This is an optimization exercise on Yosys and OpenROAD, whose aim is small area, a short achievable clock period and few clock cycles per item, not a production implementation. The RTL was checked by simulation tests, not by an equivalence proof against the original design.

## fir_filter
module fir_filter (
    input logic clk,
    input logic n_rst,
    input logic [15:0] sample_data,
    input logic [15:0] fir_coefficient,
    input logic load_coeff,
    input logic data_ready,
    output logic one_k_samples,
    output logic modwait,
    output logic [15:0] fir_out,
    output logic err
);
    logic cnt_up;
    logic clear;
    logic ovf;
    logic lc;
    logic dr;
    logic [3:0] f_we;
    logic shift;
    logic out_we;
    logic a_use_x;
    logic [1:0] alt_a_sel;
    logic [1:0] f_sel;
    logic f_byp;
    logic st2a_neg;
    logic st2_we_a;
    logic st2_we_b;
    logic bank_clear;
    counter counter (
        .clk(clk),
        .n_rst(n_rst),
        .cnt_up(cnt_up),
        .clear(clear),
        .one_k_samples(one_k_samples)
    );
    controller FIR_controller (
        .clk(clk),
        .n_rst(n_rst),
        .dr(dr),
        .lc(lc),
        .ovf(ovf),
        .cnt_up(cnt_up),
        .clear(clear),
        .modwait(modwait),
        .err(err),
        .f_we(f_we),
        .shift(shift),
        .out_we(out_we),
        .a_use_x(a_use_x),
        .alt_a_sel(alt_a_sel),
        .f_sel(f_sel),
        .f_byp(f_byp),
        .st2a_neg(st2a_neg),
        .st2_we_a(st2_we_a),
        .st2_we_b(st2_we_b),
        .bank_clear(bank_clear)
    );
    datapath datapath (
        .clk(clk),
        .n_reset(n_rst),
        .sample_data(sample_data),
        .fir_coefficient(fir_coefficient),
        .f_we(f_we),
        .shift(shift),
        .out_we(out_we),
        .a_use_x(a_use_x),
        .alt_a_sel(alt_a_sel),
        .f_sel(f_sel),
        .f_byp(f_byp),
        .st2a_neg(st2a_neg),
        .st2_we_a(st2_we_a),
        .st2_we_b(st2_we_b),
        .bank_clear(bank_clear),
        .ovf(ovf),
        .fir_out(fir_out)
    );
    sync sync_lc (
        .clk(clk),
        .n_rst(n_rst),
        .async_in(load_coeff),
        .sync_out(lc)
  ...
Settings: LEC_CHECK=0, CAP_MARGIN=20, CORE_MARGIN=2, CORE_UTILIZATION=70, CTS_CLUSTER_DIAMETER=100, CTS_CLUSTER_SIZE=24, SLEW_MARGIN=20; clock period 11.0 ns.
standard.sh (not shown) runs the stock make flow with config.mk's settings and CLKGATE_MAP_FILE= SYNTH_SCRIPT=/design/flow/synth_recipe.tcl, a recipe that flattens the netlist after the stock synthesis.
==> flow/flow/run.sh <==
#!/bin/bash
# The standard layout (the standard.sh: the standard synthesis, then
# floorplan, place, CTS, route and finish), with repair_timing asked to reach
# more setup slack than the design's clock period needs. Make's output goes
# to flow_make.log; each ORFS step keeps its own log under orfs/logs/.
set -euo pipefail
bash standard.sh SETUP_SLACK_MARGIN=8.0 finish > flow_make.log 2>&1
Testbench counts at the start, summed over its fixed seeds: cycles 32,288, samples 8,040.
Rerun with:
--- a/flow/flow/run.sh
+++ b/flow/flow/run.sh
@@ -5,3 +5,3 @@
 # to flow_make.log; each ORFS step keeps its own log under orfs/logs/.
 set -euo pipefail
-bash standard.sh SETUP_SLACK_MARGIN=8.0 finish > flow_make.log 2>&1
+bash standard.sh SETUP_SLACK_MARGIN=7.7 finish > flow_make.log 2>&1
- CORE_UTILIZATION: 70 -> 55
- The new run completed without violations
- cell count goes up slightly
- flip-flop and latch count is unchanged
- count of clock-buffer cells in the layout goes up by 1
- fmax goes up slightly
- via count goes down by a little under a tenth
- setup slack gains 0.017 ns
- first-iteration DRC count goes down by about a fifth
- routed wire length goes down by a few percent
- die area goes up by a quarter to a third
- hold slack loses 0.017 ns
- cell area goes down by a few percent
Rerun with:
- CAP_MARGIN: 20 -> 10
- SLEW_MARGIN: 20 -> 10
Cell area stays flat.
Clock skew barely changes.
Wire length grows slightly.
Via count stays flat.
Global-route usage hardly moves.
Critical path depth stays the same.
Rerun with:
- CORE_UTILIZATION: 55 -> 62
Cell area falls by about 0.9%.
Count of clock-buffer cells in the layout shrinks by 1.
Final cell count fell by 2.8%.
Sequential cell count does not change.
Hold slack gains 0.0077 ns.
Fmax hardly moves.
Non-clock buffer count is lower by 4.
Area after synthesis does not change.
Setup slack stays flat.

-- re-timing with driven ports --
Ports are ideal in the flow. The routed layouts listed here were re-timed in OpenROAD.
Step 1, drivers: a clkbuf_16 drives clk and a buf_2 each remaining input, both assumed.
Step 2 times the ports against the registers' clock, not the clock port: input delays grow and output delays shrink by t, the midpoint of the rising clock arrivals with the driver on.
Three values: ideal, step 1, step 2; two values: the first two.
run	t (ns)	slack for setup (ns)	hold WS [ns]	worst setup path at the end	cell pins on the clock port's net
the first run	0.584	7.676 / 7.623 / 7.562	0.385 / 0.385 / 0.385	input to register	1
the second run	0.587	7.693 / 7.635 / 7.586	0.368 / 0.368 / 0.368	input to register	1
the third run	0.587	7.681 / 7.627 / 7.599	0.370 / 0.370 / 0.370	input to register	1
the fourth run	0.573	7.678 / 7.628 / 7.615	0.378 / 0.378 / 0.378	input, reset recovery	1
After both steps every run listed still meets setup and hold. For the first run, which loses most, drivers alone change the setup slack by -0.053 ns; drivers and shift together by -0.114 ns. Setup slack includes reset recovery checks.
